This is an optimization exercise on Yosys and OpenROAD, whose aim is small area, a short achievable clock period and few clock cycles per item, not a production implementation.
Only simulation tests tie the RTL to the original design; equivalence was not proved.
No activity file was given, so power comes from the tool's default toggle rates.

[flow/design.v]
module regfile
	(input logic clk, reset, we3,
	input logic [30:0] sel1, sel2,
	input logic [4:0] wa3,
	input logic [63:0] wd3,
	input logic wzero,                   
	output logic [63:0] rd1, rd2,
	output logic zero2,
	output logic [30:0] written);
	logic [30:0][63:0] REGS;
	logic [30:0] zf;
	always_ff @(posedge clk, posedge reset)
		if (reset) written <= '0;
		else if (we3 && wa3 != 5'd31) written[wa3] <= 1'b1;
	always_ff @(posedge clk)
		for (int i = 0; i < 31; i++)
			if (we3 && wa3 == i) begin
				REGS[i] <= wd3;
				zf[i] <= wzero;
			end
	always_comb begin
		rd1 = '0;
		rd2 = '0;
		zero2 = 1'b0;
		for (int i = 0; i < 31; i++) begin
			rd1 = rd1 | ({64{sel1[i]}} & REGS[i]);
			rd2 = rd2 | ({64{sel2[i]}} & REGS[i]);
			zero2 = zero2 | (sel2[i] & zf[i]);
		end
	end
endmodule
module processor_arm
	#(parameter N = 64)
	(input logic CLOCK_50, reset,
	output logic [N-1:0] IM_addr,
	input logic [31:0] IM_readData,
	output logic [N-1:0] DM_writeData, DM_addr,
	output logic DM_writeEnable, DM_readEnable,
	input logic [N-1:0] DM_readData);
	logic clk;
	assign clk = CLOCK_50;
	logic [7:0] lo;                      
	logic [11:0] mid;                    
	logic [41:0] top;                    
	logic [1:0] td;                      
	logic [11:0] hv;                     
	logic hc;
	logic [31:0] instr_D;                
	logic [7:0] tlo_D;                   
	logic tc_D;                          
	logic [63:0] A_E, B_E, S_E;          
	logic sub_E;                         
	logic [1:0] op_E;                    
	logic we_E, ld_E, st_E;
	logic [4:0] rd_E;
	logic [63:0] res_M, S_M;             
	logic zres_M;                        
	logic we_M, ld_M, st_M;
	logic [4:0] rd_M;
	logic stall, redirect_D;
	logic [13:0] mid_sum;
	assign mid_sum = {2'b00, mid} + {{2{hv[11]}}, hv} + {13'b0, hc};
	logic [41:0] top_next;
	always_comb begin
		logic all1, all0;
		all1 = 1'b1;
		all0 = 1'b1;
		for (int i = 0; i < 42; i++) begin
			top_next[i] = top[i] ^ ((td == 2'b01) ? all1 : (td == 2'b11) ? all0 : 1'b0);
			all1 = all1 & top[i];
			all0 = all0 & ~top[i];
		end
	end
	assign IM_addr = {top, mid, lo, 2'b00};
	logic f_uncond;
	logic [8:0] f_tlo;                   
	assign f_uncond = (IM_readData[31:24] == 8'hB4) && (IM_readData[4:0] == 5'd31);
	assign f_tlo = {1'b0, lo} + {1'b0, IM_readData[12:5]};
	logic [4:0] f_rn, f_p2;
	logic [30:0] sel1_F, sel1_D, sel2_F, sel2_D;
	logic f_movz;
	assign f_movz = (IM_readData[31:23] == 9'b110100101);
	assign f_rn = IM_readData[9:5];
	assign f_p2 = IM_readData[28] ? IM_readData[4:0] : IM_readData[20:16];
	always_comb
		for (int i = 0; i < 31; i++) begin
			sel1_F[i] = (f_rn == i) && !f_movz;
			sel2_F[i] = (f_p2 == i);
		end
	always_ff @(posedge clk, posedge reset)
		if (reset) begin
			lo <= '0;
			mid <= '0;
			top <= '0;
			td <= '0;
			hv <= '0;
			hc <= 1'b0;
			instr_D <= '0;
		end else begin
			if (redirect_D) begin
				lo <= tlo_D;
				hv <= {instr_D[23], instr_D[23:13]};
				hc <= tc_D;
				instr_D <= '0;
			end else if (!stall) begin
				mid <= mid_sum[11:0];
				top <= top_next;
				td <= mid_sum[13:12];
				instr_D <= IM_readData;
				if (f_uncond) begin
					lo <= f_tlo[7:0];
					hv <= {IM_readData[23], IM_readData[23:13]};
					hc <= f_tlo[8];
				end else begin
					lo <= lo + 8'd1;
					hv <= '0;
					hc <= (lo == 8'hFF);
				end
			end
		end
	always_ff @(posedge clk)
		if (!stall) begin
			tlo_D <= f_tlo[7:0];
			tc_D <= f_tlo[8];
		end
	always_ff @(posedge clk)
		for (int i = 0; i < 31; i++) begin
			sel1_D[i] <= stall ? ((instr_D[9:5] == i) && !isMOVZ) : sel1_F[i];
			sel2_D[i] <= stall ? (p2 == i) : sel2_F[i];
		end
	logic [10:0] op;
	logic isR, isSUB, isAND, isORR, isLD, isST, isCBZ, isMOVZ;
	logic [4:0] rn, rm, rt, p2;
	logic [63:0] wd_M;
	logic wzero_M;
	logic [63:0] rd1, rd2, res_E;
	logic zero_E;
	logic [30:0] written;
	assign op = instr_D[31:21];
	assign isAND = (op == 11'b10001010000);
	assign isORR = (op == 11'b10101010000);
	assign isSUB = (op == 11'b11001011000);
	assign isR = (op == 11'b10001011000) | isSUB | isAND | isORR;
	assign isLD = (op == 11'b11111000010);
	assign isST = (op == 11'b11111000000);
	assign isCBZ = (instr_D[31:24] == 8'b10110100) && (instr_D[4:0] != 5'd31);
	assign isMOVZ = (instr_D[31:23] == 9'b110100101);
	assign rt = instr_D[4:0];
	assign rn = instr_D[9:5];
	assign rm = instr_D[20:16];
	assign p2 = instr_D[28] ? rt : rm;
	logic rf_zero2;
	regfile registers (.clk(clk), .reset(reset), .we3(we_M), .sel1(sel1_D), .sel2(sel2_D), .wa3(rd_M),
		.wd3(wd_M), .wzero(wzero_M), .rd1(rd1), .rd2(rd2), .zero2(rf_zero2), .written(written));
	logic e1, e2, m1, m2, n1, n2;
	logic d_we;
	assign d_we = (isR || isLD || isMOVZ) && (instr_D[4:0] != 5'd31);
	logic [31:0] unwritten;
	always_comb begin
		unwritten = {1'b0, ~written};
		if (we_M) unwritten[rd_M] = 1'b0;
	end
	always_ff @(posedge clk, posedge reset)
		if (reset) begin
			e1 <= 1'b0;
			e2 <= 1'b0;
			m1 <= 1'b0;
			m2 <= 1'b0;
			n1 <= 1'b0;
			n2 <= 1'b0;
		end else if (stall) begin
			e1 <= 1'b0;
			e2 <= 1'b0;
			m1 <= we_E && (rd_E == rn) && !isMOVZ;
			m2 <= we_E && (rd_E == p2);
			n1 <= unwritten[rn] && !isMOVZ;
			n2 <= unwritten[p2];
		end else begin
			e1 <= d_we && (instr_D[4:0] == f_rn) && !f_movz;
			e2 <= d_we && (instr_D[4:0] == f_p2);
			m1 <= we_E && (rd_E == f_rn) && !f_movz;
			m2 <= we_E && (rd_E == f_p2);
			n1 <= unwritten[f_rn] && !f_movz;
			n2 <= unwritten[f_p2];
		end
	logic use1, use2;
	assign use1 = isR | isLD | isST;
	assign use2 = isR | isST | isCBZ;
	assign stall = (ld_E && ((use1 && e1) || (use2 && e2))) || (isCBZ && ld_M && m2);
	logic [63:0] o1, o2;
	assign o1 = m1 ? wd_M : n1 ? {59'b0, rn} : rd1;
	assign o2 = m2 ? wd_M : n2 ? {59'b0, p2} : rd2;
	logic rt_zero;
	assign rt_zero = e2 ? zero_E : m2 ? zres_M : n2 ? (p2 == 5'd0) : rf_zero2;
	assign redirect_D = isCBZ && !stall && rt_zero;
	logic [63:0] imm;
	always_comb
		if (isMOVZ) imm = {48'b0, instr_D[20:5]} << {instr_D[22:21], 4'b0};
		else imm = {{55{instr_D[20]}}, instr_D[20:12]};
	logic [63:0] resA_E;
	always_ff @(posedge clk) begin
		A_E <= e1 ? resA_E : (isSUB ? ~o1 : o1);
		B_E <= (e2 && isR) ? res_E : (isR ? o2 : imm);
		S_E <= e2 ? res_E : o2;
		sub_E <= isSUB;
		op_E <= {isORR, isAND};
		rd_E <= instr_D[4:0];
	end
	always_ff @(posedge clk, posedge reset)
		if (reset) begin
			we_E <= 1'b0;
			ld_E <= 1'b0;
			st_E <= 1'b0;
		end else begin
			we_E <= !stall && d_we;
			ld_E <= !stall && isLD;
			st_E <= !stall && isST;
		end
	logic [63:0] sum_E;
	logic subA;
	assign sum_E = A_E + B_E;
	assign subA = sub_E ^ isSUB;
	always_comb
		case (op_E)
			2'b01: begin res_E = A_E & B_E; resA_E = (A_E & B_E) ^ {64{isSUB}}; end
			2'b10: begin res_E = A_E | B_E; resA_E = (A_E | B_E) ^ {64{isSUB}}; end
			default: begin res_E = sum_E ^ {64{sub_E}}; resA_E = sum_E ^ {64{subA}}; end
		endcase
	always_comb
		case (op_E)
			2'b01: zero_E = ((A_E & B_E) == 64'b0);
			2'b10: zero_E = ((A_E | B_E) == 64'b0);
			default: zero_E = sub_E ? ((A_E ^ B_E) == '1) : ((A_E ^ B_E) == {A_E[62:0] | B_E[62:0], 1'b0});
		endcase
	always_ff @(posedge clk) begin
		res_M <= res_E;
		zres_M <= zero_E;
		S_M <= S_E;
		rd_M <= rd_E;
	end
	always_ff @(posedge clk, posedge reset)
		if (reset) begin
			we_M <= 1'b0;
			ld_M <= 1'b0;
			st_M <= 1'b0;
		end else begin
			we_M <= we_E;
			ld_M <= ld_E;
			st_M <= st_E;
		end
	assign DM_addr = res_M;
	assign DM_writeData = S_M;
	assign DM_writeEnable = st_M;
	assign DM_readEnable = ld_M;
	assign wd_M = ld_M ? DM_readData : res_M;
	assign wzero_M = ld_M ? (DM_readData == 64'b0) : zres_M;
endmodule
[flow/flow/run.sh]
#!/bin/bash
# Own flow: the standard layout (standard.sh, unchanged synthesis and steps), with
# - the port buffers made from ordinary buffer cells instead of the clkdlybuf4s50
#   delay cells that buffer_ports picks by default;
# - clock tree synthesis with larger sink clusters and without dummy loads.
set -euo pipefail
bash standard.sh \
  "BUFFER_PORTS_ARGS=-buffer_cell sky130_fd_sc_hd__buf_4" \
  "SETUP_SLACK_MARGIN=5.25" \
  "CTS_ARGS=-sink_clustering_enable -repair_clock_nets -dont_use_dummy_load -sink_clustering_size 24 -sink_clustering_max_diameter 80" \
  finish > standard_flow.log 2>&1
[flow/standard.sh]
#!/bin/bash
# synth_recipe.tcl (not shown) runs the flow's synth.tcl, then flattens the netlist and writes it again
# the make line also repeats each setting of config.mk as NAME=value (left out here)
make -C /OpenROAD-flow-scripts/flow DESIGN_CONFIG=/design/flow/config.mk WORK_HOME=/design/flow/orfs CLKGATE_MAP_FILE= SYNTH_SCRIPT=/design/flow/synth_recipe.tcl "${@:-finish}"
[flow/config.mk]
export PLATFORM = sky130hd
export DESIGN_NAME = processor_arm
export DESIGN_NICKNAME = processor_arm
export VERILOG_FILES = /design/flow/design.v
export SDC_FILE = /design/flow/constraint.sdc
export NUM_CORES = 8
export LEC_CHECK = 0
export CAP_MARGIN = 20
export CORE_MARGIN = 2
export CORE_UTILIZATION = 45
export PLACE_DENSITY = 0.7
export SETUP_SLACK_MARGIN = 5.0
export SLEW_MARGIN = 35
[flow/constraint.sdc]
create_clock -name core_clock -period 8.5 [get_ports {CLOCK_50}]
set_input_delay 1.7000 -clock core_clock [delete_from_list [all_inputs] [get_ports {CLOCK_50}]]
set_output_delay 1.7000 -clock core_clock [all_outputs]
set_load 0.01 [all_outputs]
==> metrics.md <==
| Metric | Value |
|---|---|
| Starting Density | `45.3%` |
| # setup viols final | `0` |
| Root Driver | `clkbuf_16` |
| Detailed Place HPWL | `354000 µm` |
| Syn Area/Cell | `12.6 µm²` |
| Largest family of logic cells by synthesized area | `compound AO/OA/AOI/OAI gates` |
| Layout cells sized above 1 | `18.3%` |
| Total Wirelength | `628000 µm` |
| CP Data Arrival Time | `4.19 ns` |
| Pwr dens | `191 nW/µm²` |
| Slew at the pin closest to its max-slew limit | `1.22 ns` |
| Highest Clock Rate | `283 MHz` |
| XOR/XNOR Fraction of Synth Area | `2.21%` |
| Clock tree buffer depth | `3` |
| Core area | `254000 µm²` |
| Outcome | `timing/DRC/antenna clean` |
| ANT nets after route | `0` |
| Post-synthesis simple-gate area fraction | `7.71%` |
| # rows | `185` |
| Synth Area in Compound Gates | `20.4%` |
| First-pass GRT wire length | `815000 µm` |
| Vias in the first global route | `94200` |
| Peak VDD IR | `0.144 mV` |
| Yosys top cell by area | `edfxtp_1` |
| Dominant synthesized flop cell | `edfxtp_1` |
| Wirelength per Cell | `49.3 µm` |
| CTS Sinks | `2571` |
| Crit path time final | `3.54 ns` |
| CTS tree | `done` |
| DP Area | `122000 µm²` |
| Count of pins over their slew limit | `0` |
| Later-pin clock latency in the skew report | `0.89 ns` |
| Main area contributors after synthesis | `edfxtp_1 53%, dfxtp_1 6.9%, a22oi_1 4.9%` |
| Gr ovfl total | `0` |
| Yosys synthesis warning count | `2` |
| Die Span Y | `510 µm` |
| Tcrit/Tclk final | `41.6%` |
| Critical Path Source Type | `flip-flop` |
| Hold-fix buffers, CTS | `0` |
| Slew HR | `18.6%` |
| Number of max-cap violations | `0` |
| Largest net degree at the start of global routing | `82` |
| Seq/Total Area, Yosys | `62.8%` |
| # H-tree levels | `4` |
| Tot GR Track Use | `45.8%` |
| Top cells by count, synth | `2024 x edfxtp_1, 750 x a22oi_1, 583 x a221oi_1` |
| CTS buffer count | `147` |
| Synthesized area | `115000 µm²` |
| Hold/Removal Path Class | `reg2reg` |
| Finished Cell Area | `133000 µm²` |
| EDFF count, synth | `2024` |
| Die Area | `260000 µm²` |
| Critical path peak fanout | `22` |
| CP Capture Type | `flip-flop` |
| Most frequent cell after synthesis | `edfxtp_1` |
| Required @ worst endpoint | `9.15 ns` |
| Setup CP Type | `reg2reg` |
| Clock transition at the registers of the reported paths | `0.09 ns` |
| #FFs+latches synth | `2571` |
| Via density per instance | `8.18` |
| Cells after Synth | `9120` |
| Initial antenna violation count | `69` |
| Asr flop ratio synth | `5.87%` |
| Endpoints failing hold | `0` |
| RSZ-0062 raised after global routing | `yes` |
| Routability cong. | `1.03` |
| Fin Clk Skew | `0.118 ns` |
| DRC viols | `0` |
| Yosys cell types | `94` |
| Setup TNS | `0 ns` |
| TritonRoute pass-1 iters | `13` |
| DR iter-0 viols | `26500` |
| Adder-Cell Fraction of Synth Area | `1.77%` |
| NumNets Final | `9559` |
| # fillers | `21200` |
| DR vias | `104000` |
| Boundary Pins | `292` |
| Number of port buffers | `289` |
| Area growth syn-to-layout | `14.9%` |
| Die extent in x | `510 µm` |
| Share of the synthesized area in the top cell type | `52.7%` |
| Mux share of post-synthesis cell area | `1.70%` |
| Leak | `44.6 nW` |
-- critical path, cell delays in order, from the launching register on --
cell and delay, ns:
dfxtp_4 0.63, buf_4 0.45, a22o_1 0.28, a221oi_1 0.34, nand3_1 0.20, nor3_4 0.53, nor3_1 0.12, a21oi_2 0.47
nor2_1 0.09, nor2_1 0.12, o22ai_1 0.08
-- placed cells by master, fill, tap and decap left out, drive strengths merged, types with 90 or more instances in the layout --
cell	instances
xnor2	186
o22ai	90
edfxtp	2024
dfrtp	151
ha	157
nand4	245
clkbuf	154
a221oi	583
xor2	105
inv	269
nand2	356
a22o	546
dfxtp	396
nand3	296
a21oi	398
nor3	200
a22oi	750
nor2	387
o21ai	272
buf	767
a222oi	119
-- metal layers --
layer,routed length [µm],up-vias,share of wire (%),track usage (%)
met4,58900,92,9.4,30.7
li1,-,37000,-,-
met5,1680,-,0.27,2.52
met2,243000,12800,39,62.1
met1,204000,50200,32,56.1
met3,121000,3954,19,23.9
-- through the flow --
step	hold WS [ns]	worst slack, ns	util [%]	std cells	total power (W)
6_report	0.319	4.96	52.1	12700	0.0253
3_3_place_gp	0.311	3.08	47.9	12300	0.0176
4_1_cts	0.316	5.11	50.9	12500	0.0247
5_1_grt	0.317	4.98	52.1	12700	0.0256
2_1_floorplan	0.310	4.36	-	9121	0.0159
3_5_place_dp	0.312	3.48	48.1	12300	0.0176
-- power breakdown --
part	switching (W)	internal, W	leakage (nW)
clock	0.00417	0.00308	1.81
sequential	0.000353	0.0140	23.2
combinational	0.00255	0.00116	19.6
total	0.00707	0.0182	44.6
-- worst paths after layout --
kind	slack (ns)	to	start	depth (start not counted)
worst max-delay path	4.96	B_E[34]	sel2_D[26]	10
worst min-delay path	0.32	S_M[63]	S_E[63]	0
worst max register to register	4.96	B_E[34]	sel2_D[26]	10
worst min register to register	0.32	S_M[63]	S_E[63]	0
max in group asynchronous	6.56	instr_D[24]	reset	3
min in group asynchronous	0.89	top[39]	reset	2
-- layout make-up --
cell class / instances / area (µm²) / share of cell area (%)
Sequential cell: 2571 / 72800 / 54.9
Multi-Input combinational cell: 5532 / 43000 / 32.4
Timing Repair Buffer: 777 / 7730 / 5.83
Tap cell: 3366 / 4210 / 3.18
Clock buffer: 147 / 3680 / 2.77
Inverter: 271 / 1030 / 0.779
Antenna cell: 63 / 158 / 0.119
-- logic make-up after synthesis --
| group | Yosys count |
|---|---|
| AOI/OAI and AO/OA | 3131 |
| xor gates and xnor gates | 291 |
| adders and majority gates | 161 |
| buffers and inverters | 1026 |
| DFF | 2571 |
| muxes | 164 |
| other | 1 |
| and+or+nand+nor | 1775 |
-- sequential cells by signal (all words and copies together) (netlist names), 2 cells and up --
| signal | flops |
|---|---|
| op_E | 2 |
| top | 42 |
| rd_M | 5 |
| instr_D | 32 |
| sel1_D | 31 |
| lo | 8 |
| td | 2 |
| registers.written | 31 |
| B_E | 64 |
| hv | 11 |
| S_E | 64 |
| res_M | 64 |
| A_E | 64 |
| registers.zf | 31 |
| S_M | 64 |
| mid | 12 |
| registers.REGS | 1984 |
| rd_E | 5 |
| sel2_D | 31 |
| tlo_D | 8 |
-- what timing repair did --
action,CTS,global route
endpoints found under the setup margin,659,369
cloned,10,11
resized for setup,525,317
setup buffers,88,118
pin swaps,93,127
Testbench counts, summed over its fixed seeds: cycles 229,640, instrs 217,597.

-- what the ideal ports hide --
No port has a modelled driver above. Below, the same layout with a new extraction and two added sets of constraints.
Step 1 assumes that a clkbuf_16 drives the clock port and a buf_2 every other input.
Step 2 also shifts input and output timing later by t, the mid clock arrival at the registers, as if the neighbouring blocks saw the same clock.
Three values: ideal, step 1, step 2; two values: the first two.
t (ns): 0.930
setup slack, ns: 4.963 / 4.963 / 4.314
worst setup path at the end: input to register
After both steps this run still meets setup and hold. For this run, drivers alone change the setup slack by 0.000 ns; drivers and shift together by -0.649 ns.
